What follows belongs to an exercise in optimizing a design on an open flow for small area, a short achievable clock period and few clock cycles; a production flow would make more cautious choices. At most, simulation tests tie the RTL to the original design; equivalence was not proved.

==> run a: inputs <==
==> flow/design.v <==
module ALUb
	(output wire [7:0] Result,
	 output wire [3:0] NZVC,
	 input  wire [7:0] A, B,
	 input  wire [3:0] op);
	wire is_sub = (op == 4'h3);
	wire is_inc = (op == 4'h6) | (op == 4'h7);
	wire is_dec = (op == 4'h8) | (op == 4'h9);
	wire is_add = (op == 4'h2) | (op == 4'hD);
	wire [7:0] opb = is_add ? B : is_sub ? ~B : {8{is_dec}};
	wire cin = is_sub | is_inc;
	wire [8:0] sum = {1'b0, A} + {1'b0, opb} + {8'd0, cin};
	wire arith = is_add | is_sub | is_inc | is_dec;
	reg [7:0] lr;
	always @(*) begin
		case (op[1:0])
			2'b00: lr = A & B;       
			2'b01: lr = A | B;       
			2'b10: lr = A ^ B;       
			default: lr = ~A;        
		endcase
		if (op == 4'hC) lr = ~A;  
	end
	assign Result = arith ? sum[7:0] : lr;
	wire c = arith & (sum[8] ^ (is_sub | is_dec));
	wire v = arith & (A[7] == opb[7]) & (sum[7] != A[7]);
	assign NZVC = {Result[7], Result == 8'd0, v, c};
endmodule
module cpu
	(output wire [7:0] address,
	 output wire [7:0] to_memory,
	 output wire write,
	 input  wire [7:0] from_memory,
	 input  wire clk, reset);
	localparam [3:0] S_OP = 4'd0, S_IMM = 4'd1, S_DLD = 4'd2, S_DST = 4'd3, S_BR = 4'd4,
	                 S_LD1 = 4'd5, S_LD2 = 4'd6, S_WR = 4'd7, S_HALT = 4'd8;
	reg [7:0] A, B, AR, RP;
	reg [3:0] F;           
	reg [3:0] irl;         
	reg [3:0] st;
	reg aluv, fast, cap, pv;
	wire [7:0] d = from_memory;
	assign address = AR;
	assign write = (st == S_WR);
	assign to_memory = irl[0] ? B : A;
	wire ar_io = &AR[7:5];
	wire rp_io = &RP[7:5];
	wire ar_fastok = ~ar_io & (AR[6:0] != 7'h7F) & (AR != 8'hDF);
	wire rp_fastok = ~rp_io & (RP[6:0] != 7'h7F) & (RP != 8'hDF);
	wire same_rg = (AR[7] == RP[7]) & (ar_io == rp_io);
	wire [7:0] ARinc = AR + 8'd1;
	wire [7:0] RPinc = RP + 8'd1;
	wire wants = (st == S_OP) | (st == S_IMM) | (st == S_DLD) | (st == S_DST) | (st == S_BR);
	wire avail = fast | cap | ar_io;
	wire consume = wants & avail;
	wire op_alu = (d[7:4] == 4'h4) & (d[3:0] >= 4'h2) & (d[3:0] <= 4'hD);
	wire op_imm = (d == 8'h86) | (d == 8'h88);
	wire op_dld = (d == 8'h87) | (d == 8'h89);
	wire op_dst = (d == 8'h96) | (d == 8'h97);
	wire op_br  = (d[7:4] == 4'h2) & (d[3:0] <= 4'h8);
	reg taken;
	always @(*) begin
		case (irl)
			4'h0: taken = 1'b1;
			4'h1: taken = F[3];
			4'h2: taken = ~F[3];
			4'h3: taken = F[2];
			4'h4: taken = ~F[2];
			4'h5: taken = F[1];
			4'h6: taken = ~F[1];
			4'h7: taken = F[0];
			default: taken = ~F[0];
		endcase
	end
	wire [7:0] alu_r;
	wire [3:0] alu_f;
	ALUb alu (.Result(alu_r), .NZVC(alu_f), .A(A), .B(B), .op(irl));
	wire alu_to_b = (irl == 4'h7) | (irl == 4'h9) | (irl == 4'hC) | (irl == 4'hD);
	wire ld_now = (st == S_IMM & consume) | (st == S_LD1 & ar_io) | (st == S_LD2);
	wire ld_b = (st == S_IMM) ? ~irl[1] : ~irl[1];
	wire ret = (st == S_WR) | (st == S_LD1 & ar_io) | (st == S_LD2);
	wire pv_eff = (st == S_WR) ? (pv & ~same_rg) : pv;
	always @(posedge clk or negedge reset) begin
		if (!reset) begin
			A <= 8'd0; B <= 8'd0; F <= 4'd0; AR <= 8'd0;
			st <= S_OP; aluv <= 1'b0; fast <= 1'b0; cap <= 1'b0;
		end else begin
			aluv <= 1'b0;
			if (aluv) begin
				F <= alu_f;
				if (alu_to_b) B <= alu_r; else A <= alu_r;
			end
			if (ld_now) begin
				if (ld_b) B <= d; else A <= d;
			end
			if (wants) begin
				if (fast | ~avail) begin
					AR <= ar_fastok ? ARinc : AR;
					fast <= ar_fastok;
					cap <= ~ar_fastok;
				end else begin
					AR <= ARinc;
					fast <= 1'b0;
					cap <= 1'b0;
				end
			end
			if (consume) begin
				case (st)
					S_OP: begin
						if (op_alu) aluv <= 1'b1;
						st <= op_alu ? S_OP : op_imm ? S_IMM : op_dld ? S_DLD :
						      op_dst ? S_DST : op_br ? S_BR : S_HALT;
					end
					S_IMM: st <= S_OP;
					S_DLD, S_DST: begin
						AR <= d;
						st <= (st == S_DLD) ? S_LD1 : S_WR;
					end
					S_BR: begin
						st <= S_OP;
						if (taken) begin
							AR <= d; fast <= 1'b0; cap <= 1'b0;
						end
					end
					default: ;
				endcase
			end
			if (st == S_LD1 && !ar_io) begin
				st <= S_LD2;
				if (same_rg) AR <= RP;
			end
			if (ret) begin
				st <= S_OP;
				AR <= (pv_eff & rp_fastok) ? RPinc : RP;
				fast <= pv_eff & rp_fastok;
				cap <= pv_eff & ~rp_fastok;
			end
		end
	end
	always @(posedge clk) begin
		if (consume && st == S_OP) irl <= d[3:0];
		if (consume && (st == S_DLD || st == S_DST)) begin
			RP <= fast ? AR : ARinc;
			pv <= fast;
		end
		if (st == S_LD1 && !ar_io && same_rg) pv <= 1'b1;
	end
endmodule
==> flow/run.sh <==
#!/bin/bash
# synth_recipe.tcl (not shown) runs the flow's synth.tcl, then flattens the netlist and writes it again
# the make line also repeats each setting of config.mk as NAME=value (left out here)
make -C /OpenROAD-flow-scripts/flow DESIGN_CONFIG=/design/flow/config.mk WORK_HOME=/design/flow/orfs CLKGATE_MAP_FILE= SYNTH_SCRIPT=/design/flow/synth_recipe.tcl finish
==> flow/config.mk <==
export PLATFORM = sky130hd
export DESIGN_NAME = cpu
export DESIGN_NICKNAME = cpu
export VERILOG_FILES = /design/flow/design.v
export SDC_FILE = /design/flow/constraint.sdc
export NUM_CORES = 4
export LEC_CHECK = 0
export CAP_MARGIN = 20
export CORE_MARGIN = 2
export CORE_UTILIZATION = 40
export SETUP_SLACK_MARGIN = 5.0
export SLEW_MARGIN = 20
==> flow/constraint.sdc <==
create_clock -name core_clock -period 8.0 [get_ports {clk}]
set_input_delay 1.6000 -clock core_clock [delete_from_list [all_inputs] [get_ports {clk}]]
set_output_delay 1.6000 -clock core_clock [all_outputs]
set_load 0.01 [all_outputs]
==> inputs of run b, as changes to run a <==
==> flow/design.v (replaced) <==
module ALUb
	(output wire [7:0] Result,
	 output wire [3:0] NZVC,
	 input  wire [7:0] A, B,
	 input  wire y_b, y_nb, y_one, cin, pen, gen, arith, cinv);
	wire [7:0] Y = (B & {8{y_b}}) | (~B & {8{y_nb}}) | {8{y_one}};
	wire [7:0] p = A ^ Y;
	wire [7:0] g = A & Y;
	wire [8:0] c;
	assign c[0] = cin;
	genvar i;
	generate for (i = 0; i < 8; i = i + 1) begin : chain
		assign c[i+1] = (g[i] & arith) | (p[i] & c[i]);
	end endgenerate
	wire [7:0] lr = (p & {8{pen}}) ^ (g & {8{gen}});
	assign Result = lr ^ c[7:0];
	assign NZVC = {Result[7], 1'b0, c[8] ^ c[7], c[8] ^ cinv};
endmodule
module cpu
	(output wire [7:0] address,
	 output wire [7:0] to_memory,
	 output wire write,
	 input  wire [7:0] from_memory,
	 input  wire clk, reset);
	localparam [3:0] S_OP = 4'd0, S_IMM = 4'd1, S_DLD = 4'd2, S_DST = 4'd3, S_BR = 4'd4,
	                 S_LD1 = 4'd5, S_LD2 = 4'd6, S_WR = 4'd7, S_HALT = 4'd8;
	reg [7:0] A, B, AR, RP;
	reg [3:0] F;           
	reg zpend, zsrc;
	wire z_now = zpend ? ~|(zsrc ? B : A) : F[2];
	reg [3:0] irl;         
	reg [3:0] st;
	reg aluv, fast, cap, pv;
	wire [7:0] d = from_memory;
	assign address = AR;
	assign write = (st == S_WR);
	assign to_memory = irl[0] ? B : A;
	wire ar_io = &AR[7:5];
	wire rp_io = &RP[7:5];
	wire ar_fastok = ~ar_io & (AR[6:0] != 7'h7F) & (AR != 8'hDF);
	wire rp_fastok = ~rp_io & (RP[6:0] != 7'h7F) & (RP != 8'hDF);
	wire same_rg = (AR[7] == RP[7]) & (ar_io == rp_io);
	wire wants = (st == S_OP) | (st == S_IMM) | (st == S_DLD) | (st == S_DST) | (st == S_BR);
	wire avail = fast | cap | ar_io;
	wire consume = wants & avail;
	wire op_alu = d[6];
	wire op_imm = d[7] & ~d[4] & ~d[0];
	wire op_dld = d[7] & ~d[4] & d[0];
	wire op_dst = d[7] & d[4];
	wire op_br  = d[5];
	wire op_valid = ((d[7:4] == 4'h4) & (d[3:0] >= 4'h2) & (d[3:0] <= 4'hD)) |
	                (d == 8'h86) | (d == 8'h88) | (d == 8'h87) | (d == 8'h89) |
	                (d == 8'h96) | (d == 8'h97) |
	                ((d[7:4] == 4'h2) & (d[3:0] <= 4'h8));
	reg bad;
	reg taken;
	always @(*) begin
		case (irl)
			4'h0: taken = 1'b1;
			4'h1: taken = F[3];
			4'h2: taken = ~F[3];
			4'h3: taken = z_now;
			4'h4: taken = ~z_now;
			4'h5: taken = F[1];
			4'h6: taken = ~F[1];
			4'h7: taken = F[0];
			default: taken = ~F[0];
		endcase
	end
	wire [3:0] o = d[3:0];
	wire dsub = (o == 4'h3);
	wire dinc = (o == 4'h6) | (o == 4'h7);
	wire ddec = (o == 4'h8) | (o == 4'h9);
	wire dadd = (o == 4'h2) | (o == 4'hD);
	wire dand = (o == 4'h4);
	wire dor  = (o == 4'h5);
	wire dnot = (o == 4'hB) | (o == 4'hC);
	reg c_yb, c_ynb, c_yone, c_cin, c_pen, c_gen, c_arith, c_cinv, alu_to_b;
	always @(posedge clk) begin
		c_yb    <= dadd | dand | dor | (o == 4'hA);
		c_ynb   <= dsub;
		c_yone  <= ddec | dnot;
		c_cin   <= dsub | dinc;
		c_pen   <= ~dand;
		c_gen   <= dand | dor;
		c_arith <= dadd | dsub | dinc | ddec;
		c_cinv  <= dsub | ddec;
		alu_to_b <= (o == 4'h7) | (o == 4'h9) | (o == 4'hC) | (o == 4'hD);
	end
	wire [7:0] alu_r;
	wire [3:0] alu_f;
	ALUb alu (.Result(alu_r), .NZVC(alu_f), .A(A), .B(B),
	          .y_b(c_yb), .y_nb(c_ynb), .y_one(c_yone), .cin(c_cin), .pen(c_pen),
	          .gen(c_gen), .arith(c_arith), .cinv(c_cinv));
	wire ld_now = (st == S_IMM & consume) | (st == S_LD1 & ar_io) | (st == S_LD2);
	wire ld_b = ~irl[1];
	wire ret = (st == S_WR) | (st == S_LD1 & ar_io) | (st == S_LD2);
	wire clob = (st == S_WR) & same_rg;
	wire pv_eff = pv & ~clob;
	wire hold = (st == S_LD1) & ~ar_io & ~(same_rg & pv);
	wire sel_d = consume & ((st == S_DLD) | (st == S_DST) | ((st == S_BR) & taken));
	wire use_rp = (st == S_LD1) | (st == S_LD2) | (st == S_WR);
	wire step_a = fast | ~avail;
	wire inc = use_rp ? (ret & (pv ? (pv_eff & rp_fastok) : 1'b1)) :
	           (wants & (~step_a | ar_fastok));
	wire [7:0] base = use_rp ? RP : AR;
	wire [7:0] base1 = base + 8'd1;
	wire [7:0] nxt = sel_d ? d : hold ? AR : inc ? base1 : base;
	always @(posedge clk or negedge reset) begin
		if (!reset) begin
			A <= 8'd0; B <= 8'd0; F <= 4'd0; AR <= 8'd0;
			st <= S_OP; aluv <= 1'b0; fast <= 1'b0; cap <= 1'b0; bad <= 1'b0; zpend <= 1'b0;
		end else begin
			zpend <= aluv;
			if (zpend) F[2] <= z_now;
			if (aluv) begin
				{F[3], F[1:0]} <= {alu_f[3], alu_f[1:0]};
				if (alu_to_b) B <= alu_r; else A <= alu_r;
			end
			if (ld_now) begin
				if (ld_b) B <= d; else A <= d;
			end
			aluv <= consume & (st == S_OP) & op_alu;
			AR <= nxt;
			if (ret) begin
				fast <= pv_eff & rp_fastok;
				cap <= pv_eff & ~rp_fastok;
			end else if (wants) begin
				fast <= ~sel_d & step_a & ar_fastok;
				cap <= ~sel_d & step_a & ~ar_fastok;
			end
			bad <= consume & (st == S_OP) & ~op_valid;
			if (bad) st <= S_HALT;
			else case (st)
				S_OP:  if (consume)
					st <= op_alu ? S_OP : op_imm ? S_IMM : op_dld ? S_DLD :
					      op_dst ? S_DST : op_br ? S_BR : S_HALT;
				S_IMM, S_BR: if (consume) st <= S_OP;
				S_DLD: if (consume) st <= S_LD1;
				S_DST: if (consume) st <= S_WR;
				S_LD1: st <= ar_io ? S_OP : S_LD2;
				S_LD2, S_WR: st <= S_OP;
				default: ;
			endcase
		end
	end
	always @(posedge clk) begin
		zsrc <= alu_to_b;
		if (consume && st == S_OP) irl <= d[3:0];
		if (consume && (st == S_DLD || st == S_DST)) begin
			RP <= AR;
			pv <= fast;
		end
	end
endmodule
--- a/flow/config.mk
+++ b/flow/config.mk
@@ -6,4 +6,5 @@
 export NUM_CORES = 4
 export LEC_CHECK = 0
+export ABC_AREA = 1
 export CAP_MARGIN = 20
 export CORE_MARGIN = 2
==> results.tsv <==
metric	value	unit
wl_per_cell	14.9	um
slowest_stage	clkdlybuf4s50_1	
dp.final_hpwl	7790	um
route.met3.wl	567	um
clkTransAtPathRegs	0.07	ns
status	finished clean	
grt_max_degree	38	
register_area	1520	um^2
worstPathCellList	clkdlybuf4s50_1	
worst_pin_slew	0.923	ns
That was run b.
==> results.tsv <==
metric	value	unit
io_buffer_count	26	
place_ws	3.79	ns
grt_max_degree	44	
numCtsBuffers	5	
slowest_stage	edfxtp_1	
tns	0	ns
status	finished clean	
register_area	1270	um^2
path_delay_family	adder cells	
route.met3.wl	676	um
dp.final_hpwl	8280	um
worstPathCellList	and2b_4 -> nor2b_4 -> a21oi_2 -> nor2_1 -> a21oi_2 -> fa_2 -> fa_2 -> nor2b_4 -> o31ai_4 -> a21oi_2 -> xor2_1 -> mux2i_1 -> o21ai_1 -> mux2_4	
clkTransAtPathRegs	0.10	ns
That was run a.
Testbench counts of run a, summed over its fixed seeds: cycles 69,132.
Testbench counts of run b, summed over its fixed seeds: cycles 69,132.

---

==> v21 <==
Another version of the RTL of cpu (not shown whole).
clock: 8.0 ns
lec_check: 0
cap_margin: 20
core_margin: 2
core_utilization: 40
setup_slack_margin: 5.0
slew_margin: 20
run.sh (not shown) runs the stock make flow with config.mk's settings and CLKGATE_MAP_FILE= SYNTH_SCRIPT=/design/flow/synth_recipe.tcl, a recipe that flattens the netlist after the stock synthesis.
==> v9 (differences from v21) <==
==> flow/design.v, changed modules only <==
module ALUb
	(output wire [7:0] Result,
	 output wire [3:0] NZVC,
	 input  wire [7:0] A, B,
	 input  wire y_b, y_nb, y_one, cin, pen, gen, arith, cinv);
	wire [7:0] Y = (B & {8{y_b}}) | (~B & {8{y_nb}}) | {8{y_one}};
	wire [7:0] p = A ^ Y;
	wire [7:0] g = A & Y;
	wire [8:0] c;
	assign c[0] = cin;
	genvar i;
	generate for (i = 0; i < 8; i = i + 1) begin : chain
		assign c[i+1] = (g[i] & arith) | (p[i] & c[i]);
	end endgenerate
	wire [7:0] lr = (p & {8{pen}}) ^ (g & {8{gen}});
	assign Result = lr ^ c[7:0];
	assign NZVC = {Result[7], 1'b0, c[8] ^ c[7], c[8] ^ cinv};
endmodule
module cpu
	(output wire [7:0] address,
	 output wire [7:0] to_memory,
	 output wire write,
	 input  wire [7:0] from_memory,
	 input  wire clk, reset);
	localparam [3:0] S_OP = 4'd0, S_IMM = 4'd1, S_DLD = 4'd2, S_DST = 4'd3, S_BR = 4'd4,
	                 S_LD1 = 4'd5, S_LD2 = 4'd6, S_WR = 4'd7, S_HALT = 4'd8;
	reg [7:0] A, B, AR, RP;
	reg [3:0] F;           
	reg zpend, zsrc;
	wire z_now = zpend ? ~|(zsrc ? B : A) : F[2];
	reg [3:0] irl;         
	reg [3:0] st;
	reg aluv, fast, cap, pv;
	wire [7:0] d = from_memory;
	assign address = AR;
	reg [7:0] W;
	reg wr;
	assign write = wr;
	assign to_memory = W;
	wire ar_io = &AR[7:5];
	wire rp_io = &RP[7:5];
	wire ar_fastok = ~ar_io & (AR[6:0] != 7'h7F) & (AR != 8'hDF);
	wire rp_fastok = ~rp_io & (RP[6:0] != 7'h7F) & (RP != 8'hDF);
	wire same_rg = (AR[7] == RP[7]) & (ar_io == rp_io);
	wire wants = (st == S_OP) | (st == S_IMM) | (st == S_DLD) | (st == S_DST) | (st == S_BR);
	wire avail = fast | cap | ar_io;
	wire consume = wants & avail;
	wire op_alu = d[6];
	wire op_imm = d[7] & ~d[4] & ~d[0];
	wire op_dld = d[7] & ~d[4] & d[0];
	wire op_dst = d[7] & d[4];
	wire op_br  = d[5];
	wire op_valid = ((d[7:4] == 4'h4) & (d[3:0] >= 4'h2) & (d[3:0] <= 4'hD)) |
	                (d == 8'h86) | (d == 8'h88) | (d == 8'h87) | (d == 8'h89) |
	                (d == 8'h96) | (d == 8'h97) |
	                ((d[7:4] == 4'h2) & (d[3:0] <= 4'h8));
	reg bad;
	reg taken;
	always @(*) begin
		case (irl)
			4'h0: taken = 1'b1;
			4'h1: taken = F[3];
			4'h2: taken = ~F[3];
			4'h3: taken = z_now;
			4'h4: taken = ~z_now;
			4'h5: taken = F[1];
			4'h6: taken = ~F[1];
			4'h7: taken = F[0];
			default: taken = ~F[0];
		endcase
	end
	wire [3:0] o = d[3:0];
	wire dsub = (o == 4'h3);
	wire dinc = (o == 4'h6) | (o == 4'h7);
	wire ddec = (o == 4'h8) | (o == 4'h9);
	wire dadd = (o == 4'h2) | (o == 4'hD);
	wire dand = (o == 4'h4);
	wire dor  = (o == 4'h5);
	wire dnot = (o == 4'hB) | (o == 4'hC);
	reg c_yb, c_ynb, c_yone, c_cin, c_pen, c_gen, c_arith, c_cinv, alu_to_b;
	always @(posedge clk) begin
		c_yb    <= dadd | dand | dor | (o == 4'hA);
		c_ynb   <= dsub;
		c_yone  <= ddec | dnot;
		c_cin   <= dsub | dinc;
		c_pen   <= ~dand;
		c_gen   <= dand | dor;
		c_arith <= dadd | dsub | dinc | ddec;
		c_cinv  <= dsub | ddec;
		alu_to_b <= (o == 4'h7) | (o == 4'h9) | (o == 4'hC) | (o == 4'hD);
	end
	wire [7:0] alu_r;
	wire [3:0] alu_f;
	ALUb alu (.Result(alu_r), .NZVC(alu_f), .A(A), .B(B),
	          .y_b(c_yb), .y_nb(c_ynb), .y_one(c_yone), .cin(c_cin), .pen(c_pen),
	          .gen(c_gen), .arith(c_arith), .cinv(c_cinv));
	wire ld_now = (st == S_IMM & consume) | (st == S_LD1 & ar_io) | (st == S_LD2);
	wire ld_b = ~irl[1];
	wire ret = (st == S_WR) | (st == S_LD1 & ar_io) | (st == S_LD2);
	wire clob = (st == S_WR) & same_rg;
	wire pv_eff = pv & ~clob;
	wire hold = (st == S_LD1) & ~ar_io & ~(same_rg & pv);
	wire sel_d = consume & ((st == S_DLD) | (st == S_DST) | ((st == S_BR) & taken));
	wire use_rp = (st == S_LD1) | (st == S_LD2) | (st == S_WR);
	wire step_a = fast | ~avail;
	wire inc = use_rp ? (ret & (pv ? (pv_eff & rp_fastok) : 1'b1)) :
	           (wants & (~step_a | ar_fastok));
	wire [7:0] base = use_rp ? RP : AR;
	wire [7:0] base1 = base + 8'd1;
	wire [7:0] nxt = sel_d ? d : hold ? AR : inc ? base1 : base;
	always @(posedge clk or negedge reset) begin
		if (!reset) begin
			A <= 8'd0; B <= 8'd0; F <= 4'd0; AR <= 8'd0;
			st <= S_OP; aluv <= 1'b0; fast <= 1'b0; cap <= 1'b0; bad <= 1'b0; zpend <= 1'b0; wr <= 1'b0;
		end else begin
			zpend <= aluv;
			if (zpend) F[2] <= z_now;
			if (aluv) begin
				{F[3], F[1:0]} <= {alu_f[3], alu_f[1:0]};
				if (alu_to_b) B <= alu_r; else A <= alu_r;
			end
			if (ld_now) begin
				if (ld_b) B <= d; else A <= d;
			end
			aluv <= consume & (st == S_OP) & op_alu;
			AR <= nxt;
			if (ret) begin
				fast <= pv_eff & rp_fastok;
				cap <= pv_eff & ~rp_fastok;
			end else if (wants) begin
				fast <= ~sel_d & step_a & ar_fastok;
				cap <= ~sel_d & step_a & ~ar_fastok;
			end
			bad <= consume & (st == S_OP) & ~op_valid;
			wr <= ~bad & consume & (st == S_DST);
			if (bad) st <= S_HALT;
			else case (st)
				S_OP:  if (consume)
					st <= op_alu ? S_OP : op_imm ? S_IMM : op_dld ? S_DLD :
					      op_dst ? S_DST : op_br ? S_BR : S_HALT;
				S_IMM, S_BR: if (consume) st <= S_OP;
				S_DLD: if (consume) st <= S_LD1;
				S_DST: if (consume) st <= S_WR;
				S_LD1: st <= ar_io ? S_OP : S_LD2;
				S_LD2, S_WR: st <= S_OP;
				default: ;
			endcase
		end
	end
	always @(posedge clk) begin
		zsrc <= alu_to_b;
		W <= irl[0] ? B : A;
		if (consume && st == S_OP) irl <= d[3:0];
		if (consume && (st == S_DLD || st == S_DST)) begin
			RP <= AR;
			pv <= fast;
		end
	end
endmodule
==> flow/flow/run.sh (new file) <==
#!/bin/bash
# The standard layout, with timing repair aiming at a larger setup margin
# and the port buffers made with sky130_fd_sc_hd__buf_2.
set -euo pipefail
sed 's/SETUP_SLACK_MARGIN=[0-9.]*/SETUP_SLACK_MARGIN=5.5/' standard.sh > standard_margin.sh
export BUFFER_PORTS_ARGS="-buffer_cell sky130_fd_sc_hd__buf_2"
bash standard_margin.sh > standard.log 2>&1
==> flow/standard.sh (new file) <==
#!/bin/bash
# synth_recipe.tcl (not shown) runs the flow's synth.tcl, then flattens the netlist and writes it again
# the make line also repeats each setting of config.mk as NAME=value (left out here)
make -C /OpenROAD-flow-scripts/flow DESIGN_CONFIG=/design/flow/config.mk WORK_HOME=/design/flow/orfs CLKGATE_MAP_FILE= SYNTH_SCRIPT=/design/flow/synth_recipe.tcl "${@:-finish}"
Settings changed: ABC_AREA from default to 1.
removed: flow/run.sh
==> results.cfg <==
[layout]
area_delta_synth_final_pct = 14.4
nClkBuffers = 10
fill_cells = 1021

[yosys]
synth_cells = 504
synthXorXnorAreaFrac_pct = 5.11
synth_seq_cells = 62
synth.avg_cell_area_um2 = 8.50

[power_and_ir_drop]
p_clk_share_pct = 14.6
p_int_mw = 0.984

[grt]
grt_use_total_pct = 20.8
grt_pass1_wl_um = 18800

[setup_path]
cp_slowest_cell = edfxtp_1
reg2reg_depth = 11

[placed_design]
dpl.cell_count = 639

[sta]
whs_ps = 530

[run_status]
outcome = no timing/DRC/antenna violations

[clocking]
clock-sinks = 62

[detailed_routing]
vias = 3805
(the above is from v21)
==> results.cfg <==
[run_status]
outcome = no timing/DRC/antenna violations

[setup_path]
reg2reg_depth = 16
cp_slowest_cell = dfrtp_2

[placed_design]
dpl.cell_count = 720

[power_and_ir_drop]
p_int_mw = 0.557
p_clk_share_pct = 33.0

[layout]
nClkBuffers = 15
area_delta_synth_final_pct = 13.1
fill_cells = 1056

[yosys]
synth_seq_cells = 69
synth_cells = 568

[grt]
grt_pass1_wl_um = 17900
grt_use_total_pct = 20.3

[detailed_routing]
vias = 3868

[clocking]
clock-sinks = 69
(the above is from v9)
Testbench counts of v9, summed over its fixed seeds: cycles 69,132.
The RTL of v21 was laid out without a check of its function.

-- what the ideal ports hide --
The flow's constraints put no driver on any port. The routed layouts listed below were extracted and timed again, unchanged, in two steps. Step 1 assumes that a clkbuf_16 drives the clock port and a buf_2 every other input. Step 2 also shifts input and output timing later by t, the mid clock arrival at the registers, as if the neighbouring blocks saw the same clock. a / b / c = ideal ports / drivers / drivers and shift; a / b = the first two.
run	t (ns)	setup WS [ns]	worst setup path after step 2
run a	0.343	4.735 / 4.735 / 4.735	register to register
run b	0.368	5.069 / 5.038 / 4.838	input to register
v21	0.371	4.956 / 4.925 / 4.824	input to register
v9	0.384	5.501 / 5.470 / 5.300	input to register
After both steps every run listed still meets setup and hold. For run b, which loses most, drivers alone change the setup slack by -0.031 ns; drivers and shift together by -0.231 ns.
